This is an optimization exercise on Yosys and OpenROAD, whose aim is small area, not a production implementation. In this exercise RTL edits were held to simulation tests only and were not proved equivalent to the original. No driver is modelled on the clock port, so clock power and skew are understated where the tree is cut down; a real chip needs a root buffer or a tree. No activity file was given, so power comes from the tool's default toggle rates.

wip/nickel:
Design sdram_master, start of the top module:
module sdram_master(
input                       clk,
input                       waitrequest,
input                       readdatavalid,
input       [15:0]          readdata,
input                       reset_n,
input                       ready,
output                      chipselect,
output      [1:0]           byteenable,
output                      done,
output reg                  read_n,
output reg                  write_n,
output      [31:0]          address,
output reg  [15:0]          writedata,
output      [31:0]          toHexLed
);
Settings: LEC_CHECK=0, CAP_MARGIN=0, CORE_MARGIN=2, CORE_UTILIZATION=70, GPL_TIMING_DRIVEN=0, SLEW_MARGIN=0; clock period 10.0 ns.
standard.sh (not shown) runs the stock make flow with config.mk's settings and CLKGATE_MAP_FILE= SYNTH_SCRIPT=/design/flow/synth_recipe.tcl, a recipe that flattens the netlist after the stock synthesis.
==> flow/flow/run.sh <==
#!/bin/bash
# Standard ORFS layout with: area-oriented ABC scripts in synthesis, the smallest result
# kept, and no separate half/full-adder extraction before them (flow/synth.tcl,
# flow/abc_s*.script), the smallest buffer cell for the port buffers, the buffers that
# Yosys/ABC left removed at floorplan, and a balanced two-level clock tree of small
# buffers built after CTS in place of its tree (flow/post_cts_manual.tcl, which upsizes
# only the leaf buffers that need it with flow/post_cts_size.tcl).
set -euo pipefail
here=$(pwd)
export MY_ABC_SCRIPTS="$(ls $here/flow/abc_s*.script | tr '\n' ' ')"
export FLOW_SYNTH=$here/synth_recipe.tcl
bash standard.sh \
  SYNTH_SCRIPT=$here/flow/synth.tcl \
  REMOVE_ABC_BUFFERS=1 ADDER_MAP_FILE= SKIP_REPAIR_TIE_FANOUT=1 \
  BUFFER_PORTS_ARGS="-buffer_cell sky130_fd_sc_hd__buf_1" \
  CTS_ARGS="-sink_clustering_enable -repair_clock_nets -dont_use_dummy_load -buf_list {sky130_fd_sc_hd__clkbuf_4}" \
  POST_CTS_TCL=$here/flow/post_cts_manual.tcl \
  finish > flow.log 2>&1
==> flow/flow/abc_s0.script <==
strash
&get -n
&deepsyn -T 60 -S 0
&put
strash
dch -f
amap
topo
==> flow/flow/abc_s1.script <==
strash
&get -n
&deepsyn -T 60 -S 1
&put
strash
dch -f
amap
topo
==> flow/flow/abc_s2.script <==
strash
&get -n
&deepsyn -T 60 -S 2
&put
strash
dch -f
amap
topo
==> flow/flow/abc_s3.script <==
strash
&get -n
&deepsyn -T 60 -S 3
&put
strash
dch -f
amap
topo
==> flow/flow/abc_s4.script <==
strash
&get -n
&deepsyn -T 60 -S 4
&put
strash
dch -f
amap
topo
==> flow/flow/abc_s5.script <==
strash
&get -n
&deepsyn -T 60 -S 5
&put
strash
dch -f
amap
topo
==> flow/flow/abc_s6.script <==
strash
&get -n
&deepsyn -T 60 -S 6
&put
strash
dch -f
amap
topo
==> flow/flow/abc_s7.script <==
strash
&get -n
&deepsyn -T 60 -S 7
&put
strash
dch -f
amap
topo
==> flow/flow/post_cts_manual.tcl <==
# POST_CTS hook: replace the clock tree that clock_tree_synthesis built by a balanced
# two-level tree: the clock port drives one root buffer, the root drives CLK_NLEAF leaf
# buffers, and each leaf drives one group of flip-flops. The groups come from recursive
# bisection of the flip-flop locations (median cuts across the longer side), so they are
# compact and differ in size by at most one. Each leaf sits at its group's centre; a leaf
# whose output slew (placement estimate) is above CLK_SLEW_UP ns is swapped for a larger
# clock buffer. Then cells with slack to spare are downsized (repair_timing -recover_power).

proc mt_center {inst} {
  set b [$inst getBBox]
  return [list [expr {([$b xMin] + [$b xMax]) / 2.0}] [expr {([$b yMin] + [$b yMax]) / 2.0}]]
}

# items: list of {x y payload}; returns a list of k groups
proc mt_bisect {items k} {
  if {$k <= 1} { return [list $items] }
  set xs [lmap it $items {lindex $it 0}]
  set ys [lmap it $items {lindex $it 1}]
  set dx [expr {[tcl::mathfunc::max {*}$xs] - [tcl::mathfunc::min {*}$xs]}]
  set dy [expr {[tcl::mathfunc::max {*}$ys] - [tcl::mathfunc::min {*}$ys]}]
  set axis [expr {$dx >= $dy ? 0 : 1}]
  set sorted [lsort -real -index $axis $items]
  set k1 [expr {$k / 2}]
  set n1 [expr {int(round([llength $items] * double($k1) / $k))}]
  return [concat [mt_bisect [lrange $sorted 0 [expr {$n1 - 1}]] $k1] \
                 [mt_bisect [lrange $sorted $n1 end] [expr {$k - $k1}]]]
}

proc mt_rebuild_clock_tree {clkname nleaf rootcell leafcell} {
  set block [ord::get_db_block]
  set clknet [$block findNet $clkname]
  set bufs {}
  set nets {}
  set sinks {}
  set todo [list $clknet]
  while {[llength $todo] > 0} {
    set net [lindex $todo 0]
    set todo [lrange $todo 1 end]
    foreach it [$net getITerms] {
      if {[$it isOutputSignal]} { continue }
      set inst [$it getInst]
      set master [$inst getMaster]
      if {[$master isSequential]} {
        lappend sinks $it
      } elseif {[string match "sky130_fd_sc_hd__clkbuf_*" [$master getName]]} {
        lappend bufs $inst
        set onet [[$inst findITerm X] getNet]
        if {$onet ne "NULL" && $onet ne ""} { lappend nets $onet; lappend todo $onet }
      } else {
        error "unexpected cell [$inst getName] ([$master getName]) on the clock network"
      }
    }
  }
  puts "mt: clock network had [llength $bufs] buffers and [llength $sinks] sinks"
  foreach it $sinks { $it disconnect }
  foreach inst $bufs { odb::dbInst_destroy $inst }
  foreach net $nets { odb::dbNet_destroy $net }

  set items {}
  foreach it $sinks {
    set c [mt_center [$it getInst]]
    lappend items [list [lindex $c 0] [lindex $c 1] $it]
  }
  set groups [mt_bisect $items $nleaf]

  # root buffer at the centre of the leaf buffers
  set rmaster [[ord::get_db] findMaster $rootcell]
  set lmaster [[ord::get_db] findMaster $leafcell]
  set root [odb::dbInst_create $block $rmaster "clkbuf_root"]
  set rnet [odb::dbNet_create $block "clknet_root"]
  $rnet setSigType CLOCK
  [$root findITerm A] connect $clknet
  [$root findITerm X] connect $rnet
  set sx 0.0
  set sy 0.0
  set k 0
  foreach g $groups {
    set gx 0.0
    set gy 0.0
    foreach it $g { set gx [expr {$gx + [lindex $it 0]}]; set gy [expr {$gy + [lindex $it 1]}] }
    set gx [expr {$gx / [llength $g]}]
    set gy [expr {$gy / [llength $g]}]
    set inst [odb::dbInst_create $block $lmaster "clkbuf_leaf_$k"]
    set net [odb::dbNet_create $block "clknet_leaf_$k"]
    $net setSigType CLOCK
    [$inst findITerm A] connect $rnet
    [$inst findITerm X] connect $net
    $inst setLocation [expr {int($gx)}] [expr {int($gy)}]
    $inst setPlacementStatus PLACED
    foreach it $g { [lindex $it 2] connect $net }
    puts "mt: clkbuf_leaf_$k drives [llength $g] flip-flops"
    set sx [expr {$sx + $gx}]
    set sy [expr {$sy + $gy}]
    incr k
  }
  $root setLocation [expr {int($sx / $k)}] [expr {int($sy / $k)}]
  $root setPlacementStatus PLACED
}

set mt_nleaf 9
if {[info exists ::env(CLK_NLEAF)]} { set mt_nleaf $::env(CLK_NLEAF) }
mt_rebuild_clock_tree [get_name [get_ports clk]] $mt_nleaf sky130_fd_sc_hd__clkbuf_4 sky130_fd_sc_hd__clkbuf_4
detailed_placement
source [file join [file dirname [info script]] post_cts_size.tcl]
# downsize cells on paths with slack to spare (the clock period leaves plenty)
repair_timing -recover_power 100 -verbose
detailed_placement
check_placement -verbose
estimate_parasitics -placement
report_clock_skew
report_design_area
==> flow/flow/synth.tcl <==
# The standard flow's synthesis script, with ABC's mapping step replaced: ABC runs once per script
# listed in MY_ABC_SCRIPTS (area-oriented scripts, differing only in the random seed of
# &deepsyn), and the mapping with the smallest cell area is kept. Only the combinational
# logic is remapped; the registers are untouched.
proc abc {args} {
  set i [lsearch $args -script]
  set j [lsearch $args -D]
  if {$j >= 0} { set args [lreplace $args $j [expr {$j + 1}]] }
  set libargs {}
  foreach lib $::env(LIB_FILES) { lappend libargs -liberty $lib }
  yosys design -save my_pre_abc
  set best ""
  set best_area 1e30
  foreach script $::env(MY_ABC_SCRIPTS) {
    yosys design -load my_pre_abc
    lset args [expr {$i + 1}] $script
    yosys abc {*}$args
    yosys opt_clean
    yosys tee -q -o $::env(OBJECTS_DIR)/my_abc_stat.txt stat {*}$libargs
    set f [open $::env(OBJECTS_DIR)/my_abc_stat.txt r]
    set area 1e30
    foreach line [split [read $f] "\n"] {
      if {[regexp {Chip area for module .*: ([0-9.]+)} $line -> a]} { set area $a }
    }
    close $f
    puts "my_abc: $script area $area"
    if {$area < $best_area} {
      set best_area $area
      set best $script
      yosys design -save my_best_abc
    }
  }
  puts "my_abc: kept $best area $best_area"
  yosys design -load my_best_abc
}
source $::env(FLOW_SYNTH)
Other scripts of this flow, unchanged in this note and not shown: flow/flow/post_cts_size.tcl
For wip/lagoon, these inputs were changed with respect to wip/nickel:
removed: flow/flow/abc_s0.script
removed: flow/flow/abc_s2.script
removed: flow/flow/abc_s3.script
removed: flow/flow/abc_s4.script
removed: flow/flow/abc_s5.script
removed: flow/flow/abc_s6.script
removed: flow/flow/abc_s7.script
==> results.txt <==
wip/lagoon was carried through to the last stage, and its layout satisfied the timing, DRC and antenna checks.
wip/lagoon and wip/nickel ended up with roughly the same global-route wire length before repair.
Diff wip/nickel..wip/lagoon | worst hold slack | unchanged
From wip/nickel to wip/lagoon, synthesized cell count did not move at all.
Re end-of-flow core utilization: no difference whatsoever between wip/nickel and wip/lagoon.
Diff wip/nickel -> wip/lagoon: clock period minus worst slack has remained practically unchanged; total chip power barely changed; multi-input gate count flat; design area roughly the same.
wip/lagoon vs. wip/nickel: die area has remained practically unchanged, post-synthesis cell area has remained practically unchanged, internal cell power has remained practically unchanged.
Modified inputs, wip/xenon compared to wip/lagoon
-- flow/flow/post_cts_manual.tcl --
<<< wip/lagoon, line 6
# whose output slew (placement estimate) is above CLK_SLEW_UP ns is swapped for a larger
# clock buffer. Then cells with slack to spare are downsized (repair_timing -recover_power).

>>> wip/xenon, line 6
# whose output slew (placement estimate) is above CLK_SLEW_UP ns is swapped for a larger
# clock buffer.

<<< wip/lagoon, line 104
source [file join [file dirname [info script]] post_cts_size.tcl]
# downsize cells on paths with slack to spare (the clock period leaves plenty)
repair_timing -recover_power 100 -verbose
detailed_placement
check_placement -verbose
estimate_parasitics -placement
report_clock_skew
report_design_area
>>> wip/xenon, line 104
source [file join [file dirname [info script]] post_cts_size.tcl]
check_placement -verbose
report_clock_skew
==> comparison <==
First-pass GRT wire length: wip/xenon vs wip/lagoon — no meaningful difference. On shortest clock period the worst path allows after layout, wip/xenon does better than wip/lagoon. Between wip/xenon and wip/lagoon, the wire length on met3 is lower for wip/lagoon. Any difference in total power draw between wip/lagoon and wip/xenon is small enough to ignore.
> inputs changed (wip/xenon -> wip/garnet)
==> flow/flow/abc_s18.script (new file) <==
strash
&get -n
&deepsyn -T 60 -S 18
&put
strash
dch -f
amap
topo
==> flow/flow/abc_s18m.script (new file) <==
strash
&get -n
&deepsyn -T 60 -S 18
&put
strash
dch -f
amap
topo
mfs3 -ae
topo
==> flow/flow/abc_s1m.script (new file) <==
strash
&get -n
&deepsyn -T 60 -S 1
&put
strash
dch -f
amap
topo
mfs3 -ae
topo
-- flow/flow/post_cts_manual.tcl --
<<< wip/xenon, line 6
# whose output slew (placement estimate) is above CLK_SLEW_UP ns is swapped for a larger
# clock buffer.

>>> wip/garnet, line 6
# whose output slew (placement estimate) is above CLK_SLEW_UP ns is swapped for a larger
# clock buffer. Then cells with slack to spare are downsized (repair_timing -recover_power).

<<< wip/xenon, line 104
source [file join [file dirname [info script]] post_cts_size.tcl]
check_placement -verbose
report_clock_skew
>>> wip/garnet, line 104
source [file join [file dirname [info script]] post_cts_size.tcl]
# downsize cells on paths with slack to spare (the clock period leaves plenty)
repair_timing -recover_power 100 -verbose
detailed_placement
check_placement -verbose
estimate_parasitics -placement
report_clock_skew
report_design_area
-- flow/flow/synth.tcl --
<<< wip/xenon, line 1
# The standard flow's synthesis script, with ABC's mapping step replaced: ABC runs once per script
# listed in MY_ABC_SCRIPTS (area-oriented scripts, differing only in the random seed of
# &deepsyn), and the mapping with the smallest cell area is kept. Only the combinational
# logic is remapped; the registers are untouched.
proc abc {args} {
>>> wip/garnet, line 1
# The standard flow's synthesis script, with ABC's mapping step replaced: ABC runs once per script
# listed in MY_ABC_SCRIPTS (area-oriented scripts: &deepsyn with a chosen random seed,
# then dch and amap, some followed by mfs3 area recovery), and the mapping with the
# smallest cell area is kept. Only the combinational logic is remapped; the registers
# are untouched.
proc abc {args} {
removed: flow/flow/abc_s1.script
==> results.txt <==
wip/garnet has completed all stages; timing, DRC and antenna checks passed. [wip/garnet] area of all placed cells without fillers fell 0.66% relative to wip/xenon. The estimated power of wip/garnet ends up lower than the estimate for wip/xenon. Changes observed in wip/garnet relative to wip/xenon: total number of vias fell 12, total of fill cells in the finished design fell 27, row count fell 4.0%.
The following lists how wip/raven was set up differently from wip/garnet:
==> flow/flow/abc_s0.script (new file) <==
strash
&get -n
&deepsyn -T 60 -S 0
&put
strash
dch -f
amap
topo
==> flow/flow/abc_s0h.script (new file) <==
strash
if -K 6
mfs2
strash
&get -n
&deepsyn -T 60 -S 0
&put
strash
dch -f
amap
topo
==> flow/flow/abc_s0m.script (new file) <==
strash
&get -n
&deepsyn -T 60 -S 0
&put
strash
dch -f
amap
topo
mfs3 -ae
topo
==> flow/flow/abc_s1.script (new file) <==
strash
&get -n
&deepsyn -T 60 -S 1
&put
strash
dch -f
amap
topo
==> flow/flow/abc_s2.script (new file) <==
strash
&get -n
&deepsyn -T 60 -S 2
&put
strash
dch -f
amap
topo
==> flow/flow/abc_s2m.script (new file) <==
strash
&get -n
&deepsyn -T 60 -S 2
&put
strash
dch -f
amap
topo
mfs3 -ae
topo
==> flow/flow/abc_s3.script (new file) <==
strash
&get -n
&deepsyn -T 60 -S 3
&put
strash
dch -f
amap
topo
==> flow/flow/abc_s3h.script (new file) <==
strash
if -K 6
mfs2
strash
&get -n
&deepsyn -T 60 -S 3
&put
strash
dch -f
amap
topo
==> flow/flow/abc_s3m.script (new file) <==
strash
&get -n
&deepsyn -T 60 -S 3
&put
strash
dch -f
amap
topo
mfs3 -ae
topo
==> flow/flow/abc_s4.script (new file) <==
strash
&get -n
&deepsyn -T 60 -S 4
&put
strash
dch -f
amap
topo
==> flow/flow/abc_s4m.script (new file) <==
strash
&get -n
&deepsyn -T 60 -S 4
&put
strash
dch -f
amap
topo
mfs3 -ae
topo
==> flow/flow/abc_s5.script (new file) <==
strash
&get -n
&deepsyn -T 60 -S 5
&put
strash
dch -f
amap
topo
==> flow/flow/abc_s5m.script (new file) <==
strash
&get -n
&deepsyn -T 60 -S 5
&put
strash
dch -f
amap
topo
mfs3 -ae
topo
==> flow/flow/abc_s6.script (new file) <==
strash
&get -n
&deepsyn -T 60 -S 6
&put
strash
dch -f
amap
topo
==> flow/flow/abc_s6m.script (new file) <==
strash
&get -n
&deepsyn -T 60 -S 6
&put
strash
dch -f
amap
topo
mfs3 -ae
topo
==> flow/flow/abc_s7.script (new file) <==
strash
&get -n
&deepsyn -T 60 -S 7
&put
strash
dch -f
amap
topo
==> flow/flow/abc_s7m.script (new file) <==
strash
&get -n
&deepsyn -T 60 -S 7
&put
strash
dch -f
amap
topo
mfs3 -ae
topo
-- flow/flow/synth.tcl --
<<< wip/garnet, line 1
# The standard flow's synthesis script, with ABC's mapping step replaced: ABC runs once per script
# listed in MY_ABC_SCRIPTS (area-oriented scripts: &deepsyn with a chosen random seed,
# then dch and amap, some followed by mfs3 area recovery), and the mapping with the
# smallest cell area is kept. Only the combinational logic is remapped; the registers
# are untouched.
proc abc {args} {
>>> wip/raven, line 1
# The standard flow's synthesis script, with ABC's mapping step replaced: ABC runs once per script
# listed in MY_ABC_SCRIPTS (area-oriented scripts, differing only in the random seed of
# &deepsyn), and the mapping with the smallest cell area is kept. Only the combinational
# logic is remapped; the registers are untouched.
proc abc {args} {
removed: flow/flow/abc_s18.script
removed: flow/flow/abc_s18m.script
==> comparison <==
- wip/garnet → wip/raven: first-pass GRT wire length neither gained nor lost much, aggregate routed wire length neither gained nor lost much, global router's overall resource usage neither gained nor lost much, die area neither gained nor lost much.
- wip/raven -> wip/garnet: number of diodes added for antenna fixing delta 0, exact match
No run of this note takes its clock network from TritonCTS; it comes from the design's own scripts or RTL.

## re-timing with driven ports
How much do the figures lean on ideal ports? The routed layouts below were timed once more, with nothing changed but the port constraints.
Step 1 assumes that a clkbuf_16 drives the clock port and a buf_2 every other input.
Step 2 also shifts input and output timing later by t, the mid clock arrival at the registers, as if the neighbouring blocks saw the same clock.
a / b / c = ideal / step 1 / step 2; a / b = the first two.
| run | shift t [ns] | setup slack, ns | worst setup path after step 2 | worst register clock-pin slew, ns |
|---|---|---|---|---|
| wip/nickel | 0.448 | 3.276 / 3.283 / 2.835 | input to register | 0.11 / 0.11 |
| wip/lagoon | 0.448 | 3.276 / 3.283 / 2.835 | input to register | 0.11 / 0.11 |
| wip/xenon | 0.446 | 3.281 / 3.288 / 2.842 | input to register | 0.10 / 0.10 |
| wip/garnet | 0.457 | 3.514 / 3.519 / 3.062 | input to register | 0.10 / 0.10 |
| wip/raven | 0.457 | 3.514 / 3.519 / 3.062 | input to register | 0.10 / 0.10 |
After both steps setup and hold are still met in every run listed.
